From an optimization exercise on the open Yosys and OpenROAD flow, aimed at small area and few clock cycles per item; shortcuts taken in it are not production practice. Only simulation tests tie the RTL to the original design; equivalence was not proved. Power figures rest on the tool's default switching activity, not on a simulated workload.

==> flow/design.v <==
module cmpmac(
	input				wb_clk_i,
	input				rst_i,
	input  [2:0]	wb_adr_i,
	input  [15:0]	wb_dat_i,
	output [15:0]	wb_dat_o,
	input				wb_cyc_i,
	input				wb_we_i,
	input				wb_stb_i,
	input  [1:0]	wb_sel_i,
	output			wb_ack_o,
	input	 [1:0]	eth_pms_i,
	input				eth_macr_i,
	input  [47:0]	eth_macd_i,
	output			cmp_done_o,
	output			cmp_res_o
);
localparam [13:0] INV = 14'b00_0011_0000_1111;	 
reg [47:0]	slot[0:13];        
reg [3:0]	rot;               
reg [3:0]	adr;
wire stpac   = eth_pms_i[0];
wire promisc = eth_pms_i[1] | eth_pms_i[0];
reg  [1:0]	ack;
always @(posedge wb_clk_i) begin
	ack[0] <= wb_cyc_i & wb_stb_i;
	ack[1] <= wb_cyc_i & ack[0];
end
assign wb_ack_o = wb_cyc_i & wb_stb_i & ack[1];
wire bus_write = wb_cyc_i & wb_stb_i & ~wb_ack_o & stpac & wb_we_i & wb_sel_i[1];
wire tab_write = bus_write & ~ack[0] & ~rst_i & ~wb_adr_i[2] & (wb_adr_i[1:0] != 2'b00);
function [3:0] next14(input [3:0] r);
	case(r)
		4'd0:  next14 = 4'd1;
		4'd1:  next14 = 4'd2;
		4'd2:  next14 = 4'd3;
		4'd3:  next14 = 4'd4;
		4'd4:  next14 = 4'd5;
		4'd5:  next14 = 4'd6;
		4'd6:  next14 = 4'd7;
		4'd7:  next14 = 4'd8;
		4'd8:  next14 = 4'd9;
		4'd9:  next14 = 4'd10;
		4'd10: next14 = 4'd11;
		4'd11: next14 = 4'd12;
		4'd12: next14 = 4'd13;
		default: next14 = 4'd0;
	endcase
endfunction
wire [3:0]	rot1 = next14(rot);
wire [4:0]	sum  = adr + rot1;
reg  [3:0]	sadr;
always @(posedge wb_clk_i) begin
	rot  <= rot1;
	sadr <= (sum >= 5'd14) ? sum - 5'd14 : sum[3:0];
end
wire		c0  = (sadr == 4'd13);
wire		c4  = (sadr == 4'd3);
wire		c8  = (sadr == 4'd7);
wire		c10 = (sadr == 4'd9);
reg [15:0]	pd;                
reg [1:0]	pw;                
reg			pv;                
wire ins0  = pv & c0;
wire ins4  = pv & c4;
wire ins8  = pv & c8;
wire ins10 = pv & c10;
wire ins   = ins0 | ins4 | ins8 | ins10;
always @(posedge wb_clk_i) begin
	if(tab_write) begin
		pd <= wb_dat_i;
		pw <= wb_adr_i[1:0];
	end
	case({tab_write, ins})
		2'b00: pv <= pv;
		2'b01: pv <= 1'b0;
		2'b10, 2'b11: pv <= 1'b1;
		default: pv <= 1'b0;	 
	endcase
end
wire [2:0] pwh = {pw == 2'd3, pw == 2'd2, pw == 2'd1};
wire [47:0] sel0  = {{16{ins0  & pwh[2]}}, {16{ins0  & pwh[1]}}, {16{ins0  & pwh[0]}}};
wire [47:0] sel4  = {{16{ins4  & pwh[2]}}, {16{ins4  & pwh[1]}}, {16{ins4  & pwh[0]}}};
wire [47:0] sel8  = {{16{ins8  & pwh[2]}}, {16{ins8  & pwh[1]}}, {16{ins8  & pwh[0]}}};
wire [47:0] sel10 = {{16{ins10 & pwh[2]}}, {16{ins10 & pwh[1]}}, {16{ins10 & pwh[0]}}};
wire [47:0] seln0 = ~sel0, seln4 = ~sel4, seln8 = ~sel8, seln10 = ~sel10;
wire [47:0] pd3  = {3{pd}};
wire [47:0] d0, d4, d8, d10;
cmpmac_imux #(48) m0 (.a(slot[13]), .b(pd3),  .s(sel0),  .sn(seln0),  .y(d0));
cmpmac_imux #(48) m4 (.a(slot[3]),  .b(~pd3), .s(sel4),  .sn(seln4),  .y(d4));
cmpmac_imux #(48) m8 (.a(slot[7]),  .b(pd3),  .s(sel8),  .sn(seln8),  .y(d8));
cmpmac_imux #(48) m10(.a(slot[9]),  .b(~pd3), .s(sel10), .sn(seln10), .y(d10));
integer i;
always @(posedge wb_clk_i) begin
	for(i = 1; i < 14; i = i + 1)
		slot[i] <= slot[i-1];
	slot[0]  <= d0;
	slot[4]  <= d4;
	slot[8]  <= d8;
	slot[10] <= d10;
end
always @(posedge wb_clk_i, posedge rst_i) begin
	if(rst_i)
		adr <= 4'b0;
	else if(bus_write && wb_adr_i[2:0] == 3'b000)
		adr <= wb_dat_i[3:0];
end
reg  [15:0]	rdat;
wire [2:0]	rw = {wb_adr_i[1:0] == 2'd3, wb_adr_i[1:0] == 2'd2, wb_adr_i[1:0] == 2'd1};
wire [6:0]	at = {sadr == 4'd12, sadr == 4'd10, sadr == 4'd8, sadr == 4'd6,
			      sadr == 4'd4, sadr == 4'd2, sadr == 4'd0};
wire		rhold = ~|at;
wire [8:0]	si = {{3{at[4]}} & rw, {3{at[1]}} & rw, {3{at[0]}} & rw};
wire [11:0]	sv = {{3{at[6]}} & rw, {3{at[5]}} & rw, {3{at[3]}} & rw, {3{at[2]}} & rw};
wire [15:0]	rdat_d;
genvar n;
generate
	for(n = 0; n < 16; n = n + 1) begin : rd
		cmpmac_rdbit u(
			.sin(~si),
			.qi({slot[8][32+n], slot[8][16+n], slot[8][n], slot[2][32+n], slot[2][16+n], slot[2][n],
			     slot[0][32+n], slot[0][16+n], slot[0][n]}),
			.sv(sv),
			.qv({slot[12][32+n], slot[12][16+n], slot[12][n], slot[10][32+n], slot[10][16+n], slot[10][n],
			     slot[6][32+n], slot[6][16+n], slot[6][n], slot[4][32+n], slot[4][16+n], slot[4][n]}),
			.h(rhold), .q(rdat[n]), .d(rdat_d[n]));
	end
endgenerate
always @(posedge wb_clk_i)
	rdat <= rdat_d;
assign wb_dat_o = (wb_adr_i[1:0] == 2'b00) ? {12'b0, adr} : rdat;
wire [47:0]	macn = ~eth_macd_i;
wire [13:0]	match;
genvar s;
generate
	for(s = 0; s < 14; s = s + 1) begin : cmp
		cmpmac_eq u(.t(slot[s]), .mn(INV[s] ? eth_macd_i : macn), .eq(match[s]));
	end
endgenerate
wire hit = |match;
assign cmp_done_o = promisc | ~pv;
assign cmp_res_o  = promisc | hit;
endmodule
module cmpmac_imux #(parameter W = 1) (
	input  [W-1:0]	a,
	input  [W-1:0]	b,
	input  [W-1:0]	s,
	input  [W-1:0]	sn,
	output [W-1:0]	y
);
genvar k;
generate
	for(k = 0; k < W; k = k + 1) begin : b1
		cmpmac_imux1 u(.a(a[k]), .b(b[k]), .s(s[k]), .sn(sn[k]), .y(y[k]));
	end
endgenerate
endmodule
module cmpmac_imux1(input a, input b, input s, input sn, output y);
assign y = ~((a | s) & (b | sn));
endmodule
module cmpmac_eq(
	input  [47:0]	t,
	input  [47:0]	mn,
	output			eq
);
wire [15:0] q;      
wire [23:0] np;     
genvar k;
generate
	for(k = 0; k < 16; k = k + 1) begin : t3
		cmpmac_q3 u(.t(t[3*k+2:3*k]), .mn(mn[3*k+2:3*k]), .q(q[k]));
	end
	for(k = 0; k < 24; k = k + 1) begin : pair
		cmpmac_p2 u(.t(t[2*k+1:2*k]), .mn(mn[2*k+1:2*k]), .np(np[k]));
	end
endgenerate
wire [5:0] okp;
wire [3:0] badq;
generate
	for(k = 0; k < 6; k = k + 1) begin : gp
		cmpmac_nor4 u(.a(np[4*k+3:4*k]), .y(okp[k]));
	end
	for(k = 0; k < 4; k = k + 1) begin : gq
		cmpmac_nand4 u(.a(q[4*k+3:4*k]), .y(badq[k]));
	end
endgenerate
assign eq = &okp & ~|badq;
endmodule
module cmpmac_nor4(input [3:0] a, output y);
assign y = ~|a;
endmodule
module cmpmac_nand4(input [3:0] a, output y);
assign y = ~&a;
endmodule
module cmpmac_q3(input [2:0] t, input [2:0] mn, output q);
assign q = ~((t[0] & mn[0]) | (t[1] & mn[1]) | (t[2] & mn[2]));
endmodule
module cmpmac_p2(input [1:0] t, input [1:0] mn, output np);
assign np = ~((t[0] | mn[0]) & (t[1] | mn[1]));
endmodule
module cmpmac_rdbit(
	input  [8:0]	sin,
	input  [8:0]	qi,
	input  [11:0]	sv,
	input  [11:0]	qv,
	input			h,
	input			q,
	output			d
);
wire [4:0] x;       
wire [4:0] y;       
cmpmac_p2 ux0(.t(sin[1:0]), .mn(qi[1:0]), .np(x[0]));
cmpmac_p2 ux1(.t(sin[3:2]), .mn(qi[3:2]), .np(x[1]));
cmpmac_p2 ux2(.t(sin[5:4]), .mn(qi[5:4]), .np(x[2]));
cmpmac_p2 ux3(.t(sin[7:6]), .mn(qi[7:6]), .np(x[3]));
assign x[4] = ~(sin[8] | qi[8]);
cmpmac_q3 uy0(.t(sv[2:0]),  .mn(qv[2:0]),  .q(y[0]));
cmpmac_q3 uy1(.t(sv[5:3]),  .mn(qv[5:3]),  .q(y[1]));
cmpmac_q3 uy2(.t(sv[8:6]),  .mn(qv[8:6]),  .q(y[2]));
cmpmac_q3 uy3(.t(sv[11:9]), .mn(qv[11:9]), .q(y[3]));
assign y[4] = ~(h & q);
assign d = |x | ~&y;
endmodule
==> flow/flow/run.sh <==
#!/bin/bash
# Standard synthesis, but ABC maps with the ORFS speed script minus its
# upsizing pass (flow/abc_area_nosize.script); registers are untouched.
# Layout: smaller port buffers, larger clock-sink clusters without dummy
# loads, synthesis buffers removed before placement.
here=$(pwd)
{ head -n 1 synth_recipe.tcl
  echo "proc abc {args} { set i [lsearch \$args -script]; if {\$i >= 0} { lset args [expr {\$i+1}] $here/flow/abc_area_nosize.script }; yosys abc {*}\$args }"
  tail -n +2 synth_recipe.tcl; } > my_synth.tcl
bash standard.sh \
  SYNTH_SCRIPT=$here/my_synth.tcl \
  BUFFER_PORTS_ARGS="-buffer_cell sky130_fd_sc_hd__buf_2" \
  CTS_ARGS="-sink_clustering_enable -repair_clock_nets -buf_list sky130_fd_sc_hd__clkbuf_16 -sink_clustering_size 25 -sink_clustering_max_diameter 100 -dont_use_dummy_load" \
  REMOVE_ABC_BUFFERS=1 \
  finish > standard.log 2>&1
==> flow/flow/abc_area_nosize.script <==
&get -n
&st
&dch
&nf
&st
&syn2
&if -g -K 6
&synch2
&nf
&st
&syn2
&if -g -K 6
&synch2
&nf
&put
buffer -c
topo
stime -c
dnsize -c
==> flow/standard.sh <==
#!/bin/bash
# synth_recipe.tcl (not shown) runs the flow's synth.tcl, then flattens the netlist and writes it again
# the make line also repeats each setting of config.mk as NAME=value (left out here)
make -C /OpenROAD-flow-scripts/flow DESIGN_CONFIG=/design/flow/config.mk WORK_HOME=/design/flow/orfs CLKGATE_MAP_FILE= SYNTH_SCRIPT=/design/flow/synth_recipe.tcl "${@:-finish}"
==> flow/config.mk <==
export PLATFORM = sky130hd
export DESIGN_NAME = cmpmac
export DESIGN_NICKNAME = cmpmac
export VERILOG_FILES = /design/flow/design.v
export SDC_FILE = /design/flow/constraint.sdc
export NUM_CORES = 4
export LEC_CHECK = 0
export CAP_MARGIN = 20
export CORE_MARGIN = 2
export CORE_UTILIZATION = 40
export SLEW_MARGIN = 20
export SYNTH_HIERARCHICAL = 1
export SYNTH_MINIMUM_KEEP_SIZE = 0
==> flow/constraint.sdc <==
create_clock -name core_clock -period 8.0 [get_ports {wb_clk_i}]
set_input_delay 1.6000 -clock core_clock [delete_from_list [all_inputs] [get_ports {wb_clk_i}]]
set_output_delay 1.6000 -clock core_clock [all_outputs]
set_load 0.01 [all_outputs]
==> qor.yml, run 1 <==
yosys.area.top_type_share_pct: 58.0
drtIter0Drc: 5485
grt_pass1_vias: 21500
dp_cells: 2957
clock_skew_ns: 0.0825
die_h_um: 249
first_pass_iters: 14
seqCellArea_mm2: 0.0146
synth_area_leader_cell: "dfxtp_1"
cp.arrival_ns: 4.90
cts_setup_buffers: 0
synth_area_per_cell_um2: 11.5
num_vias: 23500
area.growth.synth_to_final_pct: 10.1
start_kind: "input port"
crit_fanout: 16
crit_required_ns: 6.40
fin_cells: 3005
reg2reg_depth: 5
path_clk_slew_ns: 0.11
hold_viol: 0
drv_cap: 0
viasPerCell: 7.81
status: "no timing/DRC/antenna violations"
drive_gt1_share_pct: 7.39
worstHoldPathType: "reg -> reg"
setup_violations: 0
hold_depth: 0
synth_most_common_cell: "dfxtp_1"
syn-cell-area_mm2: 0.0241
worst-setup-path-type: "in -> out"
synth_cell_types: 37
route.detailed.drc: 0
clkLatencyLatePin_ns: 0.60
cts-root-buf: "clkbuf_16"
fin_crit_ns: 6.50
clockBufferDepth: 3
yosys-top-cells-area: "dfxtp_1 (58%), o22ai_1 (15%), a222oi_1 (12%)"
final_util_pct: 44.7
period_share_pct: 81.2
p_per_area_mw_per_mm2: 224
fin_setup_tns_ns: 0
gp_congestion: 1.15
core_mm2: 0.0592
p_leak_uw: 0.00930
drt-total-wl_um: 129000
cts_made_buffers: 35
antenna_found_initial: 12
cts_resized: 0
grt_max_degree: 26
final_max_slew_viol_count: 0
die_x_um: 249
grt_first_pass_wirelength_um: 174000
ant_nets: 0
overflow: 0
yosys_warnings: 9
synth_edf_count: 19
synthArstFlopShare_pct: 0.555
ys.flop_type: "dfxtp_1"
grt_use_total_pct: 40.0
ys_top_cells_by_count: "dfxtp_1 (698), o22ai_1 (594), a222oi_1 (288)"
multi_input_area_mm2: 0.00914
yosysSeqAreaShare_pct: 60.8
cts-hold-fix-buffers: 0
cts.sinks: 721
dieArea_mm2: 0.0622
tightest_slew_ns: 1.17
final_nets: 2307
wire_per_inst_um: 43.0
initial_utilization_pct: 40.6
rows: 89
cts_tree: "yes"
synth_seq_cells: 721
hpwl_um: 102000
endpoint_kind: "output port"
slew_headroom_pct: 21.5
ioPinCount: 96
vdd_drop_max_uv: 133
timing.fmax_mhz: 154
htree_levels: 2
fillers: 5629
synth_cells: 2089
rsz0062_at_grt: "no"
io_buffers: 93
[where the power goes]
part           leakage [uW]  switching [uW]  total, uW  internal [uW]
combinational       0.00287             244        348            104
sequential          0.00600            32.5       3660           3620
clock              0.000431            1150       1940            789
[modules after synthesis, one instance, submodules excluded, a selection]
module,cells inside,area [um2],flip-flops and latches,copies in the design
cmpmac,949,15900,721,1
cmpmac_nor4,1,6.26,0,84
cmpmac_imux1,1,6.26,0,192
cmpmac_rdbit,4,27.5,0,16
cmpmac_eq,4,22.5,0,14
cmpmac_q3,1,10.0,0,288
cmpmac_nand4,1,6.26,0,56
cmpmac_p2,1,6.26,0,400
[critical path, stage by stage]
cell and delay, ns:
buf_2 0.32, inv_1 0.41, a222oi_1 0.46, nand4_1 0.43, or4_1 0.62, nor3_1 0.54, nor4_1 0.10, nand4_1 0.23
buf_2 0.18
[layout make-up]
cell class                      count  area share [%]
Sequential cell                   721            55.2
Inverter                           76            1.08
Tap cell                          773            3.65
Timing Repair Buffer              106            2.12
Antenna cell                       12           0.113
Multi-Input combinational cell   1282            34.5
Clock buffer                       35            3.30
[flip-flops by register name (all words and copies together) (netlist names)]
signal  flops
sadr        4
pd         16
rot1        4
adr         4
ack         2
pw          2
slot      672
rdat       16
pv          1
[final timing paths]
| path | start | end | slack, ns |
|---|---|---|---|
| worst max-delay path | eth_macd_i[11] | cmp_res_o | 1.50 |
| worst min-delay path | slot[5][12] | slot[6][12] | 0.36 |
| worst max register to register | sadr[3] | slot[10][45] | 4.60 |
| worst min register to register | slot[5][12] | slot[6][12] | 0.36 |
| max in group asynchronous | rst_i | adr[0] | 6.94 |
| min in group asynchronous | rst_i | adr[3] | 0.90 |
[cell usage in the layout, fill, tap and decap left out, types with 13 or more instances in the layout]
cell,netlist,layout
dfxtp_1,698,698
o2111ai_1,16,16
nand2_1,55,55
edfxtp_1,19,19
or4_1,14,14
nor4_1,106,105
buf_4,0,13
a222oi_1,288,288
buf_2,2,93
clkbuf_16,0,35
nor3_1,18,18
nand4_1,72,72
nor2b_1,18,18
o22ai_1,594,594
and4_1,16,16
inv_1,76,76
[routing by layer]
| metal | global-route usage, % | share of wire, % | vias up |
|---|---|---|---|
| met2 | 58.0 | 41 | 2129 |
| met4 | 20.2 | 6.3 | 10 |
| met5 | 0 | 0.080 | - |
| met3 | 16.2 | 15 | 347 |
| met1 | 51.0 | 37 | 11500 |
| li1 | - | - | 9438 |
[logic make-up after synthesis]
family / count (synthesis) / share of synthesized area [%]
AO/OA/AOI/OAI: 911 / 28.3
XOR/XNOR: 4 / 0.146
adder cells (fa/ha/maj): 8 / 0.447
buffers and inverters: 86 / 1.35
flip-flops: 721 / 60.8
multiplexers: 10 / 0.468
AND/OR/NAND/NOR: 349 / 8.41
[through the flow]
| stage | hold slack (ns) | total power (uW) | setup slack [ns] | cell area (um2) |
|---|---|---|---|---|
| CTS | 0.349 | 5930 | 1.74 | 26500 |
| floorplan | 0.350 | 3890 | 3.34 | 24000 |
| global route | 0.375 | 6090 | 1.61 | 26500 |
| global placement | 0.352 | 4060 | 1.74 | 25600 |
| detailed placement | 0.357 | 4070 | 1.73 | 25600 |
| finish | 0.364 | 5950 | 1.50 | 26500 |
Testbench counts, summed over its fixed seeds: cycles 18,432, lookups 9,216.
==> run 2: changes to the inputs <==
--- a/flow/flow/run.sh
+++ b/flow/flow/run.sh
@@ -10,6 +10,6 @@
 bash standard.sh \
   SYNTH_SCRIPT=$here/my_synth.tcl \
   BUFFER_PORTS_ARGS="-buffer_cell sky130_fd_sc_hd__buf_2" \
-  CTS_ARGS="-sink_clustering_enable -repair_clock_nets -buf_list sky130_fd_sc_hd__clkbuf_16 -sink_clustering_size 25 -sink_clustering_max_diameter 100 -dont_use_dummy_load" \
+  CTS_ARGS="-sink_clustering_enable -repair_clock_nets -buf_list sky130_fd_sc_hd__clkbuf_16 -sink_clustering_size 28 -sink_clustering_max_diameter 90 -dont_use_dummy_load" \
   REMOVE_ABC_BUFFERS=1 \
   finish > standard.log 2>&1
--- a/flow/config.mk
+++ b/flow/config.mk
@@ -8,6 +8,7 @@
 export CAP_MARGIN = 20
 export CORE_MARGIN = 2
 export CORE_UTILIZATION = 40
+export GPL_TIMING_DRIVEN = 0
 export SLEW_MARGIN = 20
 export SYNTH_HIERARCHICAL = 1
 export SYNTH_MINIMUM_KEEP_SIZE = 0
==> qor.yml, run 2 <==
path_clk_slew_ns: 0.11  # about the same
synth_area_per_cell_um2: 11.5  # unchanged
p_per_area_mw_per_mm2: 225  # was 224 mW/mm2
yosys_warnings: 9  # unchanged
cts_tree: "yes"  # unchanged
area.growth.synth_to_final_pct: 9.82  # was 10.1%
final_max_slew_viol_count: 0  # unchanged
clockBufferDepth: 3  # unchanged
overflow: 0  # unchanged
fin_setup_tns_ns: 0  # unchanged
synth_seq_cells: 721  # unchanged
ys_top_cells_by_count: "dfxtp_1 (698), o22ai_1 (594), a222oi_1 (288)"  # unchanged
fin_crit_ns: 6.60  # was 6.50 ns
drtIter0Drc: 5129  # was 5485
viasPerCell: 7.78  # was 7.81
drive_gt1_share_pct: 7.19  # was 7.39%
cts-root-buf: "clkbuf_16"  # unchanged
rsz0062_at_grt: "no"  # unchanged
hpwl_um: 109000  # was 102000 um
clkLatencyLatePin_ns: 0.61  # was 0.60 ns
antenna_found_initial: 16  # was 12
synth_cells: 2089  # unchanged
yosysSeqAreaShare_pct: 60.8  # unchanged
cts-hold-fix-buffers: 0  # unchanged
final_cell_mix: "dfxtp_1 (698), o22ai_1 (594), a222oi_1 (288)"  # unchanged
drt-total-wl_um: 136000  # was 129000 um
synth_cell_types: 37  # unchanged
vdd_drop_max_uv: 154  # was 133 uV
synthArstFlopShare_pct: 0.555  # unchanged
initial_utilization_pct: 40.6  # unchanged
cts_made_buffers: 35  # unchanged
final_common_cell: "dfxtp_1"  # unchanged
reg2reg_depth: 5  # unchanged
grt_first_pass_wirelength_um: 179000  # was 174000 um
cts_setup_buffers: 0  # unchanged
synth_compound_area_share_pct: 28.3  # unchanged
grt_pass1_vias: 21600  # was 21500
multi_input_area_mm2: 0.00915  # was 0.00914 mm2
ioPinCount: 96  # unchanged
setup_violations: 0  # unchanged
drv_cap: 0  # unchanged
synth_most_common_cell: "dfxtp_1"  # unchanged
final_nets: 2298  # was 2307
min_to: "slot[1][12]"  # was slot[6][12]
die_h_um: 249  # unchanged
crit_required_ns: 6.40  # about the same
first_pass_iters: 9  # was 14
synth_area_leader_cell: "dfxtp_1"  # unchanged
wire_per_inst_um: 45.4  # was 43.0 um
synth_top_family_by_area: "compound AO/OA/AOI/OAI gates"  # unchanged
num_vias: 23300  # was 23500
final_util_pct: 44.6  # was 44.7%
clock_skew_ns: 0.0550  # was 0.0825 ns
status: "no timing/DRC/antenna violations"  # unchanged
holdCritStartpoint: "slot[0][12]"  # was slot[5][12]
yosys-top-cells-area: "dfxtp_1 (58%), o22ai_1 (15%), a222oi_1 (12%)"  # unchanged
htree_levels: 2  # unchanged
fillers: 5608  # was 5629
p_leak_uw: 0.00926  # was 0.00930 uW
whs_ns: 0.333  # was 0.364 ns
start_kind: "input port"  # unchanged
synth.area.mux_share_pct: 0.468  # unchanged
yosys.area_share.adder_pct: 0.447  # unchanged
yosys.area_share.simple_pct: 8.41  # unchanged
r2r_end: "slot[8][41]"  # was slot[10][45]
largest_register_ffs: 672  # unchanged
core_mm2: 0.0592  # unchanged
finalPower_uw: 5960  # was 5950 uW
r2r_setup_slack_ns: 4.69  # was 4.60 ns
cts_resized: 0  # unchanged
crit_fanout: 16  # unchanged
synth_edf_count: 19  # unchanged
syn-cell-area_mm2: 0.0241  # unchanged
gp_congestion: 1.02  # was 1.15
route.detailed.drc: 0  # unchanged
worstHoldPathType: "reg -> reg"  # unchanged
synth_xor_area_share_pct: 0.146  # unchanged
rows: 89  # unchanged
worst-setup-path-type: "in -> out"  # unchanged
hold_viol: 0  # unchanged
slew_headroom_pct: 20.1  # was 21.5%
hold_depth: 0  # unchanged
grt_max_degree: 29  # was 26
endpoint_kind: "output port"  # unchanged
seqCellArea_mm2: 0.0146  # unchanged
period_share_pct: 82.5  # was 81.2%
timing.rr.start: "sadr[1]"  # was sadr[3]
yosys.area.top_type_share_pct: 58.0  # unchanged
die_x_um: 249  # unchanged
io_buffers: 93  # unchanged
grt_use_total_pct: 42.0  # was 40.0%
tightest_slew_ns: 1.19  # was 1.17 ns
cp.arrival_ns: 5.00  # was 4.90 ns
ant_nets: 0  # unchanged
cts.sinks: 721  # unchanged
ys.flop_type: "dfxtp_1"  # unchanged
biggestRegsByFlops: "slot: 672 flops, pd: 16 flops, rdat: 16 flops"  # unchanged
timing.fmax_mhz: 152  # was 154 MHz
dieArea_mm2: 0.0622  # unchanged
largest_register: "slot"  # unchanged
## run 2: cell counts after synthesis
Identical to the previous run, type by type.
## run 2: final cells by class
| type | instances | share of cell area, % |
|---|---|---|
| Timing Repair Buffer | 97 | 1.89 |
| Tap cell | 773 | 3.66 |
| Multi-Input combinational cell | 1282 | 34.6 |
| Clock buffer | 35 | 3.31 |
| Sequential cell | 721 | 55.4 |
| Inverter | 76 | 1.08 |
| Antenna cell | 7 | 0.0663 |
## run 2: stage by stage
step                instance area (um2)  cells  setup slack [ns]
floorplan                         24000   2079              3.34
global placement                  25500   2945              1.61
detailed placement                25500   2949              1.61
CTS                               26400   2984              1.60
global route                      26400   2984              1.53
finish                            26400   2991              1.40
## run 2: critical path, cell delays in order
cell     delay, ns
buf_2         0.36
inv_1         0.49
o22ai_1       0.47
nor4_1        0.10
nand4_1       0.20
nor3_1        0.08
nor4_1        1.00
nand4_1       0.40
buf_2         0.27
## run 2: how the worst max path moves through the flow
stage	start	to	slack, ns	cells after the start
finish	eth_macd_i[32]	cmp_res_o	1.40	9
global route	eth_macd_i[9]	cmp_res_o	1.53	9
CTS	eth_macd_i[32]	cmp_res_o	1.60	9
detailed placement	eth_macd_i[32]	cmp_res_o	1.61	9
global placement	eth_macd_i[32]	cmp_res_o	1.61	9
floorplan	eth_macd_i[21]	cmp_res_o	3.34	7
## run 2: Yosys stat by module, one instance, submodules excluded, a selection
| module | area, um2 | flops+latches | times used |
|---|---|---|---|
| cmpmac_eq | 22.5 | 0 | 14 |
| cmpmac_nand4 | 6.26 | 0 | 56 |
| cmpmac_p2 | 6.26 | 0 | 400 |
| cmpmac_imux1 | 6.26 | 0 | 192 |
| cmpmac_q3 | 10.0 | 0 | 288 |
| cmpmac | 15900 | 721 | 1 |
| cmpmac_nor4 | 6.26 | 0 | 84 |
| cmpmac_rdbit | 27.5 | 0 | 16 |
## run 2: logic make-up (layout without fill, tap and decap cells)
family	count (synthesis)	count (layout)
buf+inv	86	208
flops	721	721
other cells	0	7
fa+ha+maj	8	8
compound gates	911	911
mux	10	10
xor+xnor	4	4
simple gates	349	349
## run 2: layer usage
metal,track usage [%],vias up,part of all wire [%]
met3,16.0,297,14
met4,19.9,14,5.4
li1,-,9432,-
met5,0,-,0.066
met2,61.9,1812,42
met1,54.0,11700,39
## run 2: power breakdown
group          total [uW]  internal, uW  switching, uW  leakage, uW
clock network        1940           790           1150     0.000431
registers            3660          3630           34.7      0.00600
logic                 351           103            248      0.00282
total                5960          4520           1440      0.00926
==> run 3: changes to the inputs <==
--- a/flow/config.mk
+++ b/flow/config.mk
@@ -8,7 +8,6 @@
 export CAP_MARGIN = 20
 export CORE_MARGIN = 2
 export CORE_UTILIZATION = 40
-export GPL_TIMING_DRIVEN = 0
 export SLEW_MARGIN = 20
 export SYNTH_HIERARCHICAL = 1
 export SYNTH_MINIMUM_KEEP_SIZE = 0
==> qor.yml, run 3 <==
synth_area_per_cell_um2: 11.5  # unchanged
num_vias: 23500  # was 23300
holdCritStartpoint: "slot[5][41]"  # was slot[0][12]
p_leak_uw: 0.00925  # was 0.00926 uW
slew_headroom_pct: 23.4  # was 20.1%
max_stage_delay_ns: 0.85  # was 1.00 ns
crit_required_ns: 6.40  # about the same
reg2reg_depth: 5  # unchanged
grt_max_degree: 29  # unchanged
final_max_slew_viol_count: 0  # unchanged
r2r_setup_slack_ns: 4.60  # was 4.69 ns
synth_area_leader_cell: "dfxtp_1"  # unchanged
crit_slowest_cell: "a222oi_1"  # was nor4_1
overflow: 0  # unchanged
grt_use_total_pct: 39.7  # was 42.0%
timing.fmax_mhz: 155  # was 152 MHz
cts_resized: 0  # unchanged
fin_setup_tns_ns: 0  # unchanged
endpoint_kind: "output port"  # unchanged
biggestRegsByFlops: "slot: 672 flops, pd: 16 flops, rdat: 16 flops"  # unchanged
path_clk_slew_ns: 0.10  # was 0.11 ns
drt-total-wl_um: 129000  # was 136000 um
clockBufferDepth: 3  # unchanged
final_nets: 2303  # was 2298
synth_cells: 2089  # unchanged
final_cell_mix: "dfxtp_1 (698), o22ai_1 (594), a222oi_1 (288)"  # unchanged
yosys-top-cells-area: "dfxtp_1 (58%), o22ai_1 (15%), a222oi_1 (12%)"  # unchanged
cts-hold-fix-buffers: 0  # unchanged
first_pass_iters: 13  # was 9
dp_cells: 2957  # was 2949
drv_cap: 0  # unchanged
synth_seq_cells: 721  # unchanged
clkLatencyLatePin_ns: 0.66  # was 0.61 ns
synth_most_common_cell: "dfxtp_1"  # unchanged
status: "no timing/DRC/antenna violations"  # unchanged
synth_edf_count: 19  # unchanged
final_common_cell: "dfxtp_1"  # unchanged
die_x_um: 249  # unchanged
cts_setup_buffers: 0  # unchanged
swShare_pct: 23.9  # was 24.1%
min_to: "slot[6][41]"  # was slot[1][12]
hpwl_um: 102000  # was 109000 um
grt_pass1_vias: 21500  # was 21600
drive_gt1_share_pct: 7.22  # was 7.19%
ioPinCount: 96  # unchanged
ys.flop_type: "dfxtp_1"  # unchanged
r2r_end: "slot[10][45]"  # was slot[8][41]
hold_depth: 0  # unchanged
yosys.area.top_type_share_pct: 58.0  # unchanged
p_seq_share_pct: 63.0  # was 61.5%
rows: 89  # unchanged
fin_cells: 2994  # was 2991
synthArstFlopShare_pct: 0.555  # unchanged
htree_levels: 1  # was 2
cp.arrival_ns: 4.86  # was 5.00 ns
initial_utilization_pct: 40.6  # unchanged
p_sw_uw: 1390  # was 1440 uW
p_int_uw: 4420  # was 4520 uW
core_mm2: 0.0592  # unchanged
vdd_drop_max_uv: 192  # was 154 uV
hold_viol: 0  # unchanged
place_ws_ns: 1.73  # was 1.61 ns
cts-root-buf: "clkbuf_16"  # unchanged
period_share_pct: 80.8  # was 82.5%
dieArea_mm2: 0.0622  # unchanged
ant_nets: 0  # unchanged
worst-setup-path-type: "in -> out"  # unchanged
layout_setup_ws_ns: 1.54  # was 1.40 ns
yosysSeqAreaShare_pct: 60.8  # unchanged
timing.rr.start: "sadr[3]"  # was sadr[1]
finalPower_uw: 5810  # was 5960 uW
yosys_warnings: 9  # unchanged
clock_skew_ns: 0.0487  # was 0.0550 ns
largest_register: "slot"  # unchanged
rsz0062_at_grt: "no"  # unchanged
crit_fanout: 16  # unchanged
cts.sinks: 721  # unchanged
ys_top_cells_by_count: "dfxtp_1 (698), o22ai_1 (594), a222oi_1 (288)"  # unchanged
fillers: 5646  # was 5608
synth_cell_types: 37  # unchanged
start_kind: "input port"  # unchanged
p_per_area_mw_per_mm2: 220  # was 225 mW/mm2
crit_chain: "buf_2, inv_1, a222oi_1, nand4_1, or4_1, nor3_1, nor4_1, nand4_1, buf_2"  # was buf_2, inv_1, o22ai_1, nor4_1, nand4_1, nor3_1, nor4_1, nand4_1, buf_2
wire_per_inst_um: 43.0  # was 45.4 um
io_buffers: 93  # unchanged
fin_crit_ns: 6.46  # was 6.60 ns
gp_congestion: 1.15  # was 1.02
tightest_slew_ns: 1.14  # was 1.19 ns
area.growth.synth_to_final_pct: 9.63  # was 9.82%
cts_made_buffers: 31  # was 35
worstHoldPathType: "reg -> reg"  # unchanged
cts_tree: "yes"  # unchanged
setup_violations: 0  # unchanged
largest_register_ffs: 672  # unchanged
viasPerCell: 7.86  # was 7.78
syn-cell-area_mm2: 0.0241  # unchanged
drtIter0Drc: 5668  # was 5129
grt_first_pass_wirelength_um: 173000  # was 179000 um
clkPwrFrac_pct: 31.0  # was 32.7%
comb_power_share_pct: 6.0  # was 5.9%
antenna_found_initial: 14  # was 16
die_h_um: 249  # unchanged
route.detailed.drc: 0  # unchanged
run 3: cell types whose count changed in the layout (fill, tap and decap cells not counted), moves of 2 or more:
cell / change
buf_4: +11
clkbuf_16: -4
diode_2: -2
nor2_1: +4
nor2_2: -5
run 3: power groups by stage:
stage	registers (uW)	clock network [uW]	logic, uW
2_1_floorplan	3720	0	170
3_3_place_gp	3740	0	326
3_5_place_dp	3740	0	331
4_1_cts	3650	1810	332
5_1_grt	3660	1940	360
6_report	3660	1800	347
run 3: how the worst max path moves through the flow:
stage                    from         to
6_report       eth_macd_i[33]  cmp_res_o
5_1_grt         eth_macd_i[1]  cmp_res_o
4_1_cts        eth_macd_i[33]  cmp_res_o
3_5_place_dp   eth_macd_i[35]  cmp_res_o
3_3_place_gp   eth_macd_i[33]  cmp_res_o
2_1_floorplan  eth_macd_i[21]  cmp_res_o
run 3: per-stage QoR:
step / utilization, % / hold slack [ns] / instance area [um2]
CTS: 44.5 / 0.353 / 26400
floorplan: - / 0.350 / 24000
detailed placement: 43.2 / 0.357 / 25600
global route: 44.5 / 0.358 / 26400
finish: 44.5 / 0.349 / 26400
global placement: 43.2 / 0.352 / 25600
run 3: layer usage:
metal	track usage (%)	share of wire [%]	up-vias	wire (um)
li1	-	-	9432	-
met2	58.2	42	2106	53500
met5	0	0.051	-	66
met4	18.6	6.0	10	7730
met3	15.7	15	353	19200
met1	50.9	37	11600	48300
run 3: per-module statistics from Yosys (local to each module, per instance), a selection:
module        flip-flops and latches  times used  cells inside
cmpmac_eq                          0          14             4
cmpmac_nand4                       0          56             1
cmpmac_p2                          0         400             1
cmpmac                           721           1           949
cmpmac_rdbit                       0          16             4
cmpmac_imux1                       0         192             1
cmpmac_nor4                        0          84             1
cmpmac_q3                          0         288             1
run 3: layout make-up:
class / count / area (um2) / share of cell area (%)
Sequential cell: 721 / 14600 / 55.5
Inverter: 76 / 285 / 1.08
Timing Repair Buffer: 106 / 563 / 2.13
Multi-Input combinational cell: 1282 / 9140 / 34.6
Tap cell: 773 / 967 / 3.66
Antenna cell: 5 / 12.5 / 0.0474
Clock buffer: 31 / 776 / 2.94
run 3: critical path: cells and delay by family:
| family | cells | cell delay, ns |
|---|---|---|
| AND/OR/NAND/NOR | 5 | 1.64 |
| AO/OA/AOI/OAI | 1 | 0.85 |
| buffers and inverters | 3 | 0.76 |
run 3: cell families after synthesis:
kind of cell    after synthesis  share of synthesized area [%]
buf+inv                      86                           1.35
mux                          10                          0.468
compound gates              911                           28.3
xor+xnor                      4                          0.146
simple gates                349                           8.41
fa+ha+maj                     8                          0.447
flops                       721                           60.8
==> run 4: changes to the inputs <==
--- a/flow/flow/run.sh
+++ b/flow/flow/run.sh
@@ -10,6 +10,6 @@
 bash standard.sh \
   SYNTH_SCRIPT=$here/my_synth.tcl \
   BUFFER_PORTS_ARGS="-buffer_cell sky130_fd_sc_hd__buf_2" \
-  CTS_ARGS="-sink_clustering_enable -repair_clock_nets -buf_list sky130_fd_sc_hd__clkbuf_16 -sink_clustering_size 28 -sink_clustering_max_diameter 90 -dont_use_dummy_load" \
+  CTS_ARGS="-sink_clustering_enable -repair_clock_nets -buf_list sky130_fd_sc_hd__clkbuf_16 -root_buf sky130_fd_sc_hd__clkbuf_8 -sink_clustering_size 28 -sink_clustering_max_diameter 90 -dont_use_dummy_load" \
   REMOVE_ABC_BUFFERS=1 \
   finish > standard.log 2>&1
==> qor.yml, run 4 <==
htree_levels: 1  # unchanged
gp_congestion: 1.15  # unchanged
worstHoldPathType: "reg -> reg"  # unchanged
synth_seq_cells: 721  # unchanged
biggestRegsByFlops: "slot: 672 flops, pd: 16 flops, rdat: 16 flops"  # unchanged
crit_slowest_cell: "a222oi_1"  # unchanged
largest_register_ffs: 672  # unchanged
drt-total-wl_um: 129000  # about the same
cp.arrival_ns: 4.86  # about the same
yosys.area.top_type_share_pct: 58.0  # unchanged
synth_edf_count: 19  # unchanged
drive_gt1_share_pct: 7.22  # unchanged
timing.fmax_mhz: 155  # about the same
whs_ns: 0.346  # was 0.349 ns
reg2reg_depth: 5  # unchanged
final_util_pct: 44.5  # about the same
grt_pass1_vias: 21500  # about the same
cp.depth: 9  # unchanged
yosys_warnings: 9  # unchanged
synth_most_common_cell: "dfxtp_1"  # unchanged
final_nets: 2303  # unchanged
area.growth.synth_to_final_pct: 9.50  # was 9.63%
synth_cell_types: 37  # unchanged
hold_depth: 0  # unchanged
p_per_area_mw_per_mm2: 219  # was 220 mW/mm2
dieArea_mm2: 0.0622  # unchanged
endpoint_kind: "output port"  # unchanged
largest_register: "slot"  # unchanged
highest_layer: "met5"  # unchanged
drtIter0Drc: 5593  # was 5668
cts_made_buffers: 31  # unchanged
finalPower_uw: 5770  # was 5810 uW
tightest_slew_ns: 1.13  # was 1.14 ns
wl_met2_um: 53900  # was 53500 um
yosysSeqAreaShare_pct: 60.8  # unchanged
p_leak_uw: 0.00923  # was 0.00925 uW
vdd_drop_max_uv: 175  # was 192 uV
die_x_um: 249  # unchanged
hpwl_um: 102000  # unchanged
final_cell_mix: "dfxtp_1 (698), o22ai_1 (594), a222oi_1 (288)"  # unchanged
ys.flop_type: "dfxtp_1"  # unchanged
grt_max_degree: 29  # unchanged
die_h_um: 249  # unchanged
cp_top_family: "simple AND/OR/NAND/NOR gates"  # unchanged
first_pass_iters: 14  # was 13
fin_setup_tns_ns: 0  # unchanged
wire_per_inst_um: 43.0  # about the same
setup_violations: 0  # unchanged
status: "no timing/DRC/antenna violations"  # unchanged
clockBufferDepth: 3  # unchanged
crit_required_ns: 6.40  # about the same
hold_viol: 0  # unchanged
wl_met1_um: 48000  # was 48300 um
cts.sinks: 721  # unchanged
cts-hold-fix-buffers: 0  # unchanged
path_buf_inv: 3  # unchanged
initial_utilization_pct: 40.6  # unchanged
core_mm2: 0.0592  # unchanged
rows: 89  # unchanged
design_area_mm2: 0.0264  # about the same
cts_tree: "yes"  # unchanged
ys_top_cells_by_count: "dfxtp_1 (698), o22ai_1 (594), a222oi_1 (288)"  # unchanged
io_buffers: 93  # unchanged
overflow: 0  # unchanged
placed_area_mm2: 0.0256  # unchanged
grt_use_total_pct: 39.7  # about the same
start_kind: "input port"  # unchanged
period_share_pct: 80.7  # was 80.8%
synthArstFlopShare_pct: 0.555  # unchanged
viasPerCell: 7.83  # was 7.86
slew_headroom_pct: 24.6  # was 23.4%
cts_resized: 0  # unchanged
cts_setup_buffers: 0  # unchanged
synth_area_leader_cell: "dfxtp_1"  # unchanged
ioPinCount: 96  # unchanged
crit_chain: "buf_2, inv_1, a222oi_1, nand4_1, or4_1, nor3_1, nor4_1, nand4_1, buf_2"  # unchanged
drv_cap: 0  # unchanged
clkLatencyLatePin_ns: 0.80  # was 0.66 ns
worst-setup-path-type: "in -> out"  # unchanged
ant_nets: 0  # unchanged
antenna_found_initial: 14  # unchanged
syn-cell-area_mm2: 0.0241  # unchanged
final_common_cell: "dfxtp_1"  # unchanged
yosys-top-cells-area: "dfxtp_1 (58%), o22ai_1 (15%), a222oi_1 (12%)"  # unchanged
dr_wl_met3_um: 19500  # was 19200 um
clock_skew_ns: 0.0566  # was 0.0487 ns
rsz0062_at_grt: "no"  # unchanged
grt_first_pass_wirelength_um: 173000  # about the same
crit_fanout: 16  # unchanged
num_vias: 23500  # about the same
max_stage_delay_ns: 0.84  # was 0.85 ns
path_clk_slew_ns: 0.11  # was 0.10 ns
cts-root-buf: "clkbuf_8"  # was clkbuf_16
synth_cells: 2089  # unchanged
route.detailed.drc: 0  # unchanged
fin_crit_ns: 6.46  # about the same
final_max_slew_viol_count: 0  # unchanged
synth_area_per_cell_um2: 11.5  # unchanged
==> run 4: cell type report <==
type | instances | area (um2)
Clock buffer | 31 | 742
Antenna cell | 6 | 15.0
Fill cell | 5646 | 32900
Sequential cell | 721 | 14600
Multi-Input combinational cell | 1282 | 9140
Timing Repair Buffer | 106 | 563
Inverter | 76 | 285
Tap cell | 773 | 967
==> run 4: path summary, 6_finish.rpt <==
path | end | slack (ns) | from
min in group asynchronous | adr[1] | 0.69 | rst_i
max in group asynchronous | adr[3] | 7.16 | rst_i
max reg2reg | slot[10][45] | 4.49 | sadr[3]
min | slot[6][41] | 0.35 | slot[5][41]
min reg2reg | slot[6][41] | 0.35 | slot[5][41]
max | cmp_res_o | 1.54 | eth_macd_i[33]
==> run 4: kinds of logic (layout without fill, tap and decap cells) <==
kind of cell / after synthesis / count (layout) / synth area share, %
simple gates: 349 / 349 / 8.41
other cells: 0 / 6 / 0
xor+xnor: 4 / 4 / 0.146
mux: 10 / 10 / 0.468
fa+ha+maj: 8 / 8 / 0.447
flops: 721 / 721 / 60.8
compound gates: 911 / 911 / 28.3
buf+inv: 86 / 213 / 1.35
==> run 4: routing by layer <==
metal | global-route usage, % | up-vias
met2 | 58.0 | 2114
met5 | 0 | -
met1 | 50.9 | 11600
met4 | 19.2 | 14
li1 | - | 9436
met3 | 15.7 | 312
==> run 4: worst reg2reg max path, delay by kind of cell (launching register included) <==
family	cells	cell delay [ns]
compound gates	1	0.34
buf+inv	1	0.73
flops	1	0.65
simple gates	3	1.57
==> run 4: report_power, final <==
part	switching [uW]	internal [uW]	leakage, uW	total (uW)
logic	244	104	0.00287	348
clock network	1110	652	0.000367	1760
registers	32.5	3630	0.00600	3660
total	1380	4380	0.00923	5770
==> run 4: through the flow <==
| step | worst slack [ns] | std cells |
|---|---|---|
| global placement | 1.74 | 2957 |
| detailed placement | 1.73 | 2957 |
| floorplan | 3.34 | 2079 |
| finish | 1.54 | 2995 |
| global route | 1.61 | 2990 |
| CTS | 1.74 | 2988 |
==> run 4: modules after synthesis (local to each module, per instance), a selection <==
module | cell area [um2] | copies in the design | cells inside
cmpmac | 15900 | 1 | 949
cmpmac_rdbit | 27.5 | 16 | 4
cmpmac_eq | 22.5 | 14 | 4
cmpmac_q3 | 10.0 | 288 | 1
cmpmac_imux1 | 6.26 | 192 | 1
cmpmac_nand4 | 6.26 | 56 | 1
cmpmac_nor4 | 6.26 | 84 | 1
cmpmac_p2 | 6.26 | 400 | 1
==> run 5: changes to the inputs <==
--- a/flow/flow/run.sh
+++ b/flow/flow/run.sh
@@ -10,6 +10,6 @@
 bash standard.sh \
   SYNTH_SCRIPT=$here/my_synth.tcl \
   BUFFER_PORTS_ARGS="-buffer_cell sky130_fd_sc_hd__buf_2" \
-  CTS_ARGS="-sink_clustering_enable -repair_clock_nets -buf_list sky130_fd_sc_hd__clkbuf_16 -root_buf sky130_fd_sc_hd__clkbuf_8 -sink_clustering_size 28 -sink_clustering_max_diameter 90 -dont_use_dummy_load" \
+  CTS_ARGS="-sink_clustering_enable -repair_clock_nets -buf_list sky130_fd_sc_hd__clkbuf_16 -sink_clustering_size 28 -sink_clustering_max_diameter 120 -dont_use_dummy_load" \
   REMOVE_ABC_BUFFERS=1 \
   finish > standard.log 2>&1
==> qor.yml, run 5 <==
synth_most_common_cell: "dfxtp_1"  # unchanged
dieArea_mm2: 0.0622  # unchanged
yosys_warnings: 9  # unchanged
place_ws_ns: 1.73  # unchanged
slew_headroom_pct: 24.3  # was 24.6%
ys.flop_type: "dfxtp_1"  # unchanged
hpwl_um: 102000  # unchanged
core_mm2: 0.0592  # unchanged
rsz0062_at_grt: "no"  # unchanged
ys_top_cells_by_count: "dfxtp_1 (698), o22ai_1 (594), a222oi_1 (288)"  # unchanged
max_stage_delay_ns: 0.82  # was 0.84 ns
biggestRegsByFlops: "slot: 672 flops, pd: 16 flops, rdat: 16 flops"  # unchanged
clockBufferDepth: 3  # unchanged
largest_register_ffs: 672  # unchanged
ioPinCount: 96  # unchanged
final_common_cell: "dfxtp_1"  # unchanged
yosys-top-cells-area: "dfxtp_1 (58%), o22ai_1 (15%), a222oi_1 (12%)"  # unchanged
drtIter0Drc: 5828  # was 5593
drt-total-wl_um: 129000  # about the same
wire_per_inst_um: 43.1  # was 43.0 um
fin_setup_tns_ns: 0  # unchanged
design_area_mm2: 0.0263  # was 0.0264 mm2
synthArstFlopShare_pct: 0.555  # unchanged
vdd_drop_max_uv: 180  # was 175 uV
grt_pass1_vias: 21500  # about the same
synth_cell_types: 37  # unchanged
die_h_um: 249  # unchanged
route.detailed.drc: 0  # unchanged
hold_viol: 0  # unchanged
cts_setup_buffers: 0  # unchanged
worst-setup-path-type: "in -> out"  # unchanged
die_x_um: 249  # unchanged
crit_required_ns: 6.40  # about the same
final_max_slew_viol_count: 0  # unchanged
num_vias: 23500  # about the same
overflow: 0  # unchanged
synth_area_leader_cell: "dfxtp_1"  # unchanged
antenna_found_initial: 11  # was 14
cts.sinks: 721  # unchanged
final_cell_mix: "dfxtp_1 (698), o22ai_1 (594), a222oi_1 (288)"  # unchanged
tightest_slew_ns: 1.13  # about the same
initial_utilization_pct: 40.6  # unchanged
io_buffers: 93  # unchanged
cts-hold-fix-buffers: 0  # unchanged
endpoint_kind: "output port"  # unchanged
cts_made_buffers: 29  # was 31
yosys.area.top_type_share_pct: 58.0  # unchanged
grt_first_pass_wirelength_um: 173000  # about the same
clock_skew_ns: 0.0339  # was 0.0566 ns
drv_cap: 0  # unchanged
timing.fmax_mhz: 157  # was 155 MHz
p_per_area_mw_per_mm2: 219  # about the same
final_nets: 2300  # was 2303
fin_crit_ns: 6.38  # was 6.46 ns
setup_violations: 0  # unchanged
ant_nets: 0  # unchanged
syn-cell-area_mm2: 0.0241  # unchanged
status: "no timing/DRC/antenna violations"  # unchanged
clkLatencyLatePin_ns: 0.65  # was 0.80 ns
synth_area_per_cell_um2: 11.5  # unchanged
fillers: 5645  # was 5646
grt_use_total_pct: 39.7  # about the same
cp.arrival_ns: 4.78  # was 4.86 ns
first_pass_iters: 11  # was 14
viasPerCell: 7.84  # was 7.83
area.growth.synth_to_final_pct: 9.42  # was 9.50%
crit_fanout: 16  # unchanged
p_leak_uw: 0.00922  # was 0.00923 uW
placed_area_mm2: 0.0256  # unchanged
period_share_pct: 79.7  # was 80.7%
htree_levels: 1  # unchanged
cts_tree: "yes"  # unchanged
grt_max_degree: 29  # unchanged
layout_setup_ws_ns: 1.62  # was 1.54 ns
cts-root-buf: "clkbuf_16"  # was clkbuf_8
dp_cells: 2957  # unchanged
path_clk_slew_ns: 0.10  # was 0.11 ns
fin_cells: 2994  # was 2995
crit_chain: "buf_2, inv_1, a222oi_1, nand4_1, or4_1, nor3_1, nor4_1, nand4_1, buf_2"  # unchanged
start_kind: "input port"  # unchanged
synth_edf_count: 19  # unchanged
yosysSeqAreaShare_pct: 60.8  # unchanged
synth_cells: 2089  # unchanged
cts_resized: 0  # unchanged
crit_slowest_cell: "a222oi_1"  # unchanged
synth_seq_cells: 721  # unchanged
largest_register: "slot"  # unchanged
rows: 89  # unchanged
worstHoldPathType: "reg -> reg"  # unchanged
final_util_pct: 44.5  # about the same
drive_gt1_share_pct: 7.09  # was 7.22%
gp_congestion: 1.15  # unchanged
[run 5: cell counts after synthesis]
No cell type changed its count.
[run 5: per-module statistics from Yosys, one instance, submodules excluded, excerpt]
| module | cells inside | cell area, um2 | copies in the design |
|---|---|---|---|
| cmpmac | 949 | 15900 | 1 |
| cmpmac_eq | 4 | 22.5 | 14 |
| cmpmac_q3 | 1 | 10.0 | 288 |
| cmpmac_nand4 | 1 | 6.26 | 56 |
| cmpmac_p2 | 1 | 6.26 | 400 |
| cmpmac_nor4 | 1 | 6.26 | 84 |
| cmpmac_imux1 | 1 | 6.26 | 192 |
[run 5: final cells by class]
type | instances | area (um2) | share of cell area, %
diodes | 8 | 20.0 | 0.0760
clock buffers | 29 | 726 | 2.75
inverters | 76 | 285 | 1.08
multi-input cells | 1282 | 9140 | 34.7
flip-flops and latches | 721 | 14600 | 55.6
well taps | 773 | 967 | 3.67
repair buffers | 105 | 556 | 2.11
[run 5: critical path: cells and delay by family]
kind	cells	cell delay, ns
AO/OA/AOI/OAI	1	0.82
AND/OR/NAND/NOR	5	1.56
buffers and inverters	3	0.77
[run 5: cells by family after synthesis]
family,count (synthesis),synth area share (%)
multiplexers,10,0.468
AO/OA/AOI/OAI,911,28.3
buffers and inverters,86,1.35
AND/OR/NAND/NOR,349,8.41
XOR/XNOR,4,0.146
adder cells (fa/ha/maj),8,0.447
flip-flops,721,60.8
[run 5: power breakdown]
group	switching, uW	internal (uW)
combinational	244	104
sequential	32.5	3630
clock	1110	651
total	1390	4380
[run 5: final timing paths]
path | slack [ns] | to | from | cells after the start
max | 1.62 | cmp_res_o | eth_macd_i[33] | 9
min | 0.35 | slot[2][28] | slot[1][28] | 0
max reg2reg | 4.57 | slot[10][45] | sadr[3] | 5
min reg2reg | 0.35 | slot[2][28] | slot[1][28] | 0
max in group asynchronous | 6.99 | adr[0] | rst_i | 2
min in group asynchronous | 0.83 | adr[3] | rst_i | 2
[run 5: stage by stage]
stage          hold slack (ns)  total power, uW
6_report                 0.350             5770
5_1_grt                  0.354             5910
2_1_floorplan            0.350             3890
3_5_place_dp             0.357             4070
3_3_place_gp             0.352             4060
4_1_cts                  0.354             5750
[run 5: per-layer routing]
layer	global-route usage (%)	vias up	routed length, um
met2	57.4	2046	53300
met5	0	-	126
li1	-	9421	-
met1	51.1	11700	48600
met3	15.6	339	19000
met4	20.8	6	8160
==> run 6: changes to the inputs <==
--- a/flow/design.v
+++ b/flow/design.v
@@ -58,7 +58,6 @@
 wire		c4  = (sadr == 4'd3);
 wire		c8  = (sadr == 4'd7);
 wire		c10 = (sadr == 4'd9);
-reg [15:0]	pd;                
 reg [1:0]	pw;                
 reg			pv;                
 wire ins0  = pv & c0;
@@ -67,10 +66,8 @@
 wire ins10 = pv & c10;
 wire ins   = ins0 | ins4 | ins8 | ins10;
 always @(posedge wb_clk_i) begin
-	if(tab_write) begin
-		pd <= wb_dat_i;
+	if(tab_write)
 		pw <= wb_adr_i[1:0];
-	end
 	case({tab_write, ins})
 		2'b00: pv <= pv;
 		2'b01: pv <= 1'b0;
@@ -84,7 +81,8 @@
 wire [47:0] sel8  = {{16{ins8  & pwh[2]}}, {16{ins8  & pwh[1]}}, {16{ins8  & pwh[0]}}};
 wire [47:0] sel10 = {{16{ins10 & pwh[2]}}, {16{ins10 & pwh[1]}}, {16{ins10 & pwh[0]}}};
 wire [47:0] seln0 = ~sel0, seln4 = ~sel4, seln8 = ~sel8, seln10 = ~sel10;
-wire [47:0] pd3  = {3{pd}};
+reg  [15:0]	rdat;              
+wire [47:0] pd3  = {3{rdat}};
 wire [47:0] d0, d4, d8, d10;
 cmpmac_imux #(48) m0 (.a(slot[13]), .b(pd3),  .s(sel0),  .sn(seln0),  .y(d0));
 cmpmac_imux #(48) m4 (.a(slot[3]),  .b(~pd3), .s(sel4),  .sn(seln4),  .y(d4));
@@ -105,11 +103,11 @@
 	else if(bus_write && wb_adr_i[2:0] == 3'b000)
 		adr <= wb_dat_i[3:0];
 end
-reg  [15:0]	rdat;
 wire [2:0]	rw = {wb_adr_i[1:0] == 2'd3, wb_adr_i[1:0] == 2'd2, wb_adr_i[1:0] == 2'd1};
+wire		rcap = ~pv & ~tab_write;
 wire [6:0]	at = {sadr == 4'd12, sadr == 4'd10, sadr == 4'd8, sadr == 4'd6,
-			      sadr == 4'd4, sadr == 4'd2, sadr == 4'd0};
-wire		rhold = ~|at;
+			      sadr == 4'd4, sadr == 4'd2, sadr == 4'd0} & {7{rcap}};
+wire		rhold = ~|at & ~tab_write;
 wire [8:0]	si = {{3{at[4]}} & rw, {3{at[1]}} & rw, {3{at[0]}} & rw};
 wire [11:0]	sv = {{3{at[6]}} & rw, {3{at[5]}} & rw, {3{at[3]}} & rw, {3{at[2]}} & rw};
 wire [15:0]	rdat_d;
@@ -123,7 +121,7 @@
 			.sv(sv),
 			.qv({slot[12][32+n], slot[12][16+n], slot[12][n], slot[10][32+n], slot[10][16+n], slot[10][n],
 			     slot[6][32+n], slot[6][16+n], slot[6][n], slot[4][32+n], slot[4][16+n], slot[4][n]}),
-			.h(rhold), .q(rdat[n]), .d(rdat_d[n]));
+			.h(rhold), .q(rdat[n]), .w(tab_write), .wd(wb_dat_i[n]), .d(rdat_d[n]));
 	end
 endgenerate
 always @(posedge wb_clk_i)
@@ -205,19 +203,32 @@
 	input  [11:0]	qv,
 	input			h,
 	input			q,
+	input			w,
+	input			wd,
 	output			d
 );
-wire [4:0] x;       
+wire [3:0] x;       
 wire [4:0] y;       
 cmpmac_p2 ux0(.t(sin[1:0]), .mn(qi[1:0]), .np(x[0]));
 cmpmac_p2 ux1(.t(sin[3:2]), .mn(qi[3:2]), .np(x[1]));
 cmpmac_p2 ux2(.t(sin[5:4]), .mn(qi[5:4]), .np(x[2]));
 cmpmac_p2 ux3(.t(sin[7:6]), .mn(qi[7:6]), .np(x[3]));
-assign x[4] = ~(sin[8] | qi[8]);
 cmpmac_q3 uy0(.t(sv[2:0]),  .mn(qv[2:0]),  .q(y[0]));
 cmpmac_q3 uy1(.t(sv[5:3]),  .mn(qv[5:3]),  .q(y[1]));
 cmpmac_q3 uy2(.t(sv[8:6]),  .mn(qv[8:6]),  .q(y[2]));
 cmpmac_q3 uy3(.t(sv[11:9]), .mn(qv[11:9]), .q(y[3]));
-assign y[4] = ~(h & q);
-assign d = |x | ~&y;
-endmodule
+cmpmac_q2 uy4(.t({h, w}), .mn({q, wd}), .q(y[4]));
+wire nx, ay;
+cmpmac_nor4 ux(.a(x[3:0]), .y(nx));
+cmpmac_and4 uy(.a(y[3:0]), .y(ay));
+cmpmac_o2111 uo(.a1(sin[8]), .a2(qi[8]), .b(nx), .c(ay), .e(y[4]), .y(d));
+endmodule
+module cmpmac_q2(input [1:0] t, input [1:0] mn, output q);
+assign q = ~((t[0] & mn[0]) | (t[1] & mn[1]));
+endmodule
+module cmpmac_and4(input [3:0] a, output y);
+assign y = &a;
+endmodule
+module cmpmac_o2111(input a1, input a2, input b, input c, input e, output y);
+assign y = ~((a1 | a2) & b & c & e);
+endmodule
--- a/flow/flow/run.sh
+++ b/flow/flow/run.sh
@@ -10,6 +10,6 @@
 bash standard.sh \
   SYNTH_SCRIPT=$here/my_synth.tcl \
   BUFFER_PORTS_ARGS="-buffer_cell sky130_fd_sc_hd__buf_2" \
-  CTS_ARGS="-sink_clustering_enable -repair_clock_nets -buf_list sky130_fd_sc_hd__clkbuf_16 -sink_clustering_size 28 -sink_clustering_max_diameter 120 -dont_use_dummy_load" \
+  CTS_ARGS="-sink_clustering_enable -repair_clock_nets -buf_list sky130_fd_sc_hd__clkbuf_16 -sink_clustering_size 28 -sink_clustering_max_diameter 90 -dont_use_dummy_load" \
   REMOVE_ABC_BUFFERS=1 \
   finish > standard.log 2>&1
==> qor.yml, run 6 <==
status: "no timing/DRC/antenna violations"  # unchanged
vdd_drop_max_uv: 199  # was 180 uV
drtIter0Drc: 5889  # was 5828
die_h_um: 247  # was 249 um
htree_levels: 1  # unchanged
num_vias: 23500  # about the same
yosys.area_share.simple_pct: 8.12  # was 8.41%
timing.fmax_mhz: 145  # was 157 MHz
die_x_um: 247  # was 249 um
largest_register_ffs: 672  # unchanged
p_sw_uw: 1430  # was 1390 uW
crit_fanout: 16  # unchanged
final_common_cell: "dfxtp_1"  # unchanged
whs_ns: 0.342  # was 0.350 ns
synth_seq_cells: 705  # was 721
overflow: 0  # unchanged
wire_per_inst_um: 40.9  # was 43.1 um
final_cell_mix: "dfxtp_1 (698), o22ai_1 (592), a222oi_1 (288)"  # was dfxtp_1 (698), o22ai_1 (594), a222oi_1 (288)
synth_area_per_cell_um2: 11.4  # was 11.5 um2
period_share_pct: 85.9  # was 79.7%
seqCellArea_mm2: 0.0142  # was 0.0146 mm2
synthArstFlopShare_pct: 0.567  # was 0.555%
yosys.area.top_type_share_pct: 59.3  # was 58.0%
syn-cell-area_mm2: 0.0236  # was 0.0241 mm2
clockBufferDepth: 3  # unchanged
drv_cap: 0  # unchanged
p_leak_uw: 0.00922  # about the same
hpwl_um: 96300  # was 102000 um
biggestRegsByFlops: "slot: 672 flops, rdat: 16 flops"  # was slot: 672 flops, pd: 16 flops, rdat: 16 flops
grt_use_total_pct: 38.8  # was 39.7%
synth_most_common_cell: "dfxtp_1"  # unchanged
drive_gt1_share_pct: 7.35  # was 7.09%
clkPwrFrac_pct: 31.0  # was 30.5%
synth_cells: 2069  # was 2089
cts-root-buf: "clkbuf_16"  # unchanged
setup_violations: 0  # unchanged
gp_congestion: 1.08  # was 1.15
antenna_found_initial: 7  # was 11
p_per_area_mw_per_mm2: 222  # was 219 mW/mm2
yosys_warnings: 9  # unchanged
worstHoldPathType: "reg -> reg"  # unchanged
viasPerCell: 7.85  # was 7.84
p_seq_share_pct: 62.2  # was 63.4%
largest_register: "slot"  # unchanged
cp.arrival_ns: 5.28  # was 4.78 ns
grt_max_degree: 29  # unchanged
worst-setup-path-type: "in -> out"  # unchanged
synth.area.mux_share_pct: 0.287  # was 0.468%
first_pass_iters: 15  # was 11
ant_nets: 0  # unchanged
ys_top_cells_by_count: "dfxtp_1 (698), o22ai_1 (592), a222oi_1 (288)"  # was dfxtp_1 (698), o22ai_1 (594), a222oi_1 (288)
slew_headroom_pct: 18.5  # was 24.3%
io_buffers: 93  # unchanged
path_clk_slew_ns: 0.10  # about the same
cts_tree: "yes"  # unchanged
synth_xor_area_share_pct: 0.149  # was 0.146%
route.detailed.drc: 0  # unchanged
synth_edf_count: 3  # was 19
yosysSeqAreaShare_pct: 60.1  # was 60.8%
cts_made_buffers: 31  # was 29
cts_resized: 0  # unchanged
grt_pass1_vias: 21100  # was 21500
yosys.area_share.adder_pct: 0.510  # was 0.447%
synth_top_family_by_area: "compound AO/OA/AOI/OAI gates"  # unchanged
grt_first_pass_wirelength_um: 166000  # was 173000 um
cts.sinks: 705  # was 721
r2r_setup_slack_ns: 3.97  # was 4.57 ns
endpoint_kind: "output port"  # unchanged
rsz0062_at_grt: "no"  # unchanged
fin_crit_ns: 6.88  # was 6.38 ns
comb_power_share_pct: 6.7  # was 6.0%
swShare_pct: 24.8  # was 24.0%
tightest_slew_ns: 1.21  # was 1.13 ns
rows: 88  # was 89
clock_skew_ns: 0.0433  # was 0.0339 ns
multi_input_area_mm2: 0.00908  # was 0.00914 mm2
clkLatencyLatePin_ns: 0.66  # was 0.65 ns
hold_depth: 0  # unchanged
final_util_pct: 44.9  # was 44.5%
synth_area_leader_cell: "dfxtp_1"  # unchanged
fillers: 5510  # was 5645
drt-total-wl_um: 122000  # was 129000 um
hold_viol: 0  # unchanged
area.growth.synth_to_final_pct: 10.3  # was 9.42%
ioPinCount: 96  # unchanged
core_mm2: 0.0579  # was 0.0592 mm2
synth_compound_area_share_pct: 29.5  # was 28.3%
crit_required_ns: 6.40  # about the same
initial_utilization_pct: 40.7  # was 40.6%
yosys-top-cells-area: "dfxtp_1 (59%), o22ai_1 (16%), a222oi_1 (12%)"  # was dfxtp_1 (58%), o22ai_1 (15%), a222oi_1 (12%)
dieArea_mm2: 0.0608  # was 0.0622 mm2
ys.flop_type: "dfxtp_1"  # unchanged
cts_setup_buffers: 0  # unchanged
cts-hold-fix-buffers: 0  # unchanged
synth_cell_types: 36  # was 37
p_int_uw: 4330  # was 4380 uW
final_nets: 2307  # was 2300
reg2reg_depth: 9  # was 5
final_max_slew_viol_count: 0  # unchanged
fin_setup_tns_ns: 0  # unchanged
start_kind: "input port"  # unchanged
-- run 6: changes by cell type after synthesis, moves of 5 or more --
cell / before / now
a22oi_1: 0 / 16
nand2_1: 55 / 42
nor2_1: 22 / 33
edfxtp_1: 19 / 3
o21ai_0: 2 / 7
nor2b_1: 18 / 5
-- run 6: path summary, 6_finish.rpt --
path	startpoint	endpoint
min in group asynchronous	rst_i	adr[3]
setup reg to reg	ack[1]	rdat[15]
setup / recovery	eth_macd_i[36]	cmp_res_o
hold reg to reg	slot[11][4]	slot[12][4]
hold / removal	slot[11][4]	slot[12][4]
max in group asynchronous	rst_i	adr[2]
-- run 6: power groups by stage --
| stage | clock network [uW] | logic, uW | registers, uW |
|---|---|---|---|
| 3_5_place_dp | 0 | 366 | 3660 |
| 6_report | 1790 | 388 | 3580 |
| 3_3_place_gp | 0 | 362 | 3660 |
| 2_1_floorplan | 0 | 189 | 3630 |
| 5_1_grt | 1920 | 398 | 3580 |
| 4_1_cts | 1790 | 367 | 3580 |
-- run 6: stage by stage --
step | setup WS (ns) | area (um2) | instances | power, uW
3_3_place_gp | 1.55 | 25200 | 2953 | 4020
4_1_cts | 1.54 | 26000 | 2984 | 5730
3_5_place_dp | 1.53 | 25200 | 2953 | 4030
2_1_floorplan | 3.34 | 23500 | 2065 | 3820
5_1_grt | 1.41 | 26000 | 2984 | 5900
6_report | 1.12 | 26000 | 2988 | 5760
-- run 6: cell families after synthesis --
family                   Yosys count
adder cells (fa/ha/maj)            9
buffers and inverters             85
AND/OR/NAND/NOR                  332
multiplexers                       6
XOR/XNOR                           4
flip-flops                       705
AO/OA/AOI/OAI                    928
-- run 6: cell type report --
cell class              count  share of cell area, %
inverters                  81                   1.17
repair buffers            123                   2.66
well taps                 765                   3.68
clock buffers              31                   2.99
multi-input cells        1279                   34.9
diodes                      4                 0.0385
flip-flops and latches    705                   54.5
-- run 6: routing by layer --
metal / up-vias / wire (um) / GRT usage (%)
met4: 2 / 7340 / 18.0
met1: 11500 / 45200 / 51.8
met3: 376 / 17500 / 9.38
met2: 2201 / 52100 / 59.2
li1: 9432 / - / -
met5: - / 11 / 0
-- run 6: critical path: stages --
cell and delay, ns:
buf_2 0.25, inv_1 0.29, a222oi_1 0.86, nand4_1 0.48
or4_1 0.58, nor3_1 0.66, nor4_1 0.17, nand4_1 0.21
buf_2 0.16
-- run 6: modules after synthesis (local to each module, per instance), excerpt --
module	cells inside	cell area [um2]	copies in the design
cmpmac_nor4	1	6.26	100
cmpmac_p2	1	6.26	400
cmpmac_eq	4	22.5	14
cmpmac_o2111	1	8.76	16
cmpmac_q3	1	10.0	288
cmpmac_and4	1	8.76	16
cmpmac	929	15300	1
cmpmac_nand4	1	6.26	56
cmpmac_q2	1	7.51	16
cmpmac_imux1	1	6.26	192
Testbench counts of run 6, summed over its fixed seeds: cycles 18,432, lookups 9,216.

## re-timing with driven ports
No port has a modelled driver above. Below, the same layouts with a new extraction and two added sets of constraints. Step 1 (the two cells are an assumption about what drives the block):
set clk [get_ports {wb_clk_i}]
set_driving_cell -lib_cell sky130_fd_sc_hd__clkbuf_16 $clk
set_driving_cell -lib_cell sky130_fd_sc_hd__buf_2 [delete_from_list [all_inputs] $clk]
Step 2, shift: input delay + t, output delay - t, t = (earliest + latest rising clock arrival at the registers) / 2. This alone moves slack from input paths to output paths. a / b / c = no drivers / after step 1 / after step 2; a / b = the first two.
run | shift t [ns] | slack for setup (ns) | slew at the worst register clock pin (ns) | cell pins on the clock port's net
run 1 | 0.616 | 1.501 / 1.443 / 1.443 | 0.11 / 0.11 | 1
run 2 | 0.650 | 1.402 / 1.379 / 1.379 | 0.12 / 0.12 | 1
run 3 | 0.694 | 1.538 / 1.473 / 1.473 | 0.12 / 0.12 | 1
run 4 | 0.830 | 1.543 / 1.495 / 1.495 | 0.12 / 0.12 | 1
run 5 | 0.692 | 1.620 / 1.581 / 1.581 | 0.12 / 0.12 | 1
run 6 | 0.696 | 1.124 / 1.101 / 1.101 | 0.11 / 0.11 | 1
After both steps every run listed still meets setup and hold. For run 3, which loses most, drivers alone change the setup slack by -0.065 ns; drivers and shift together by -0.065 ns.
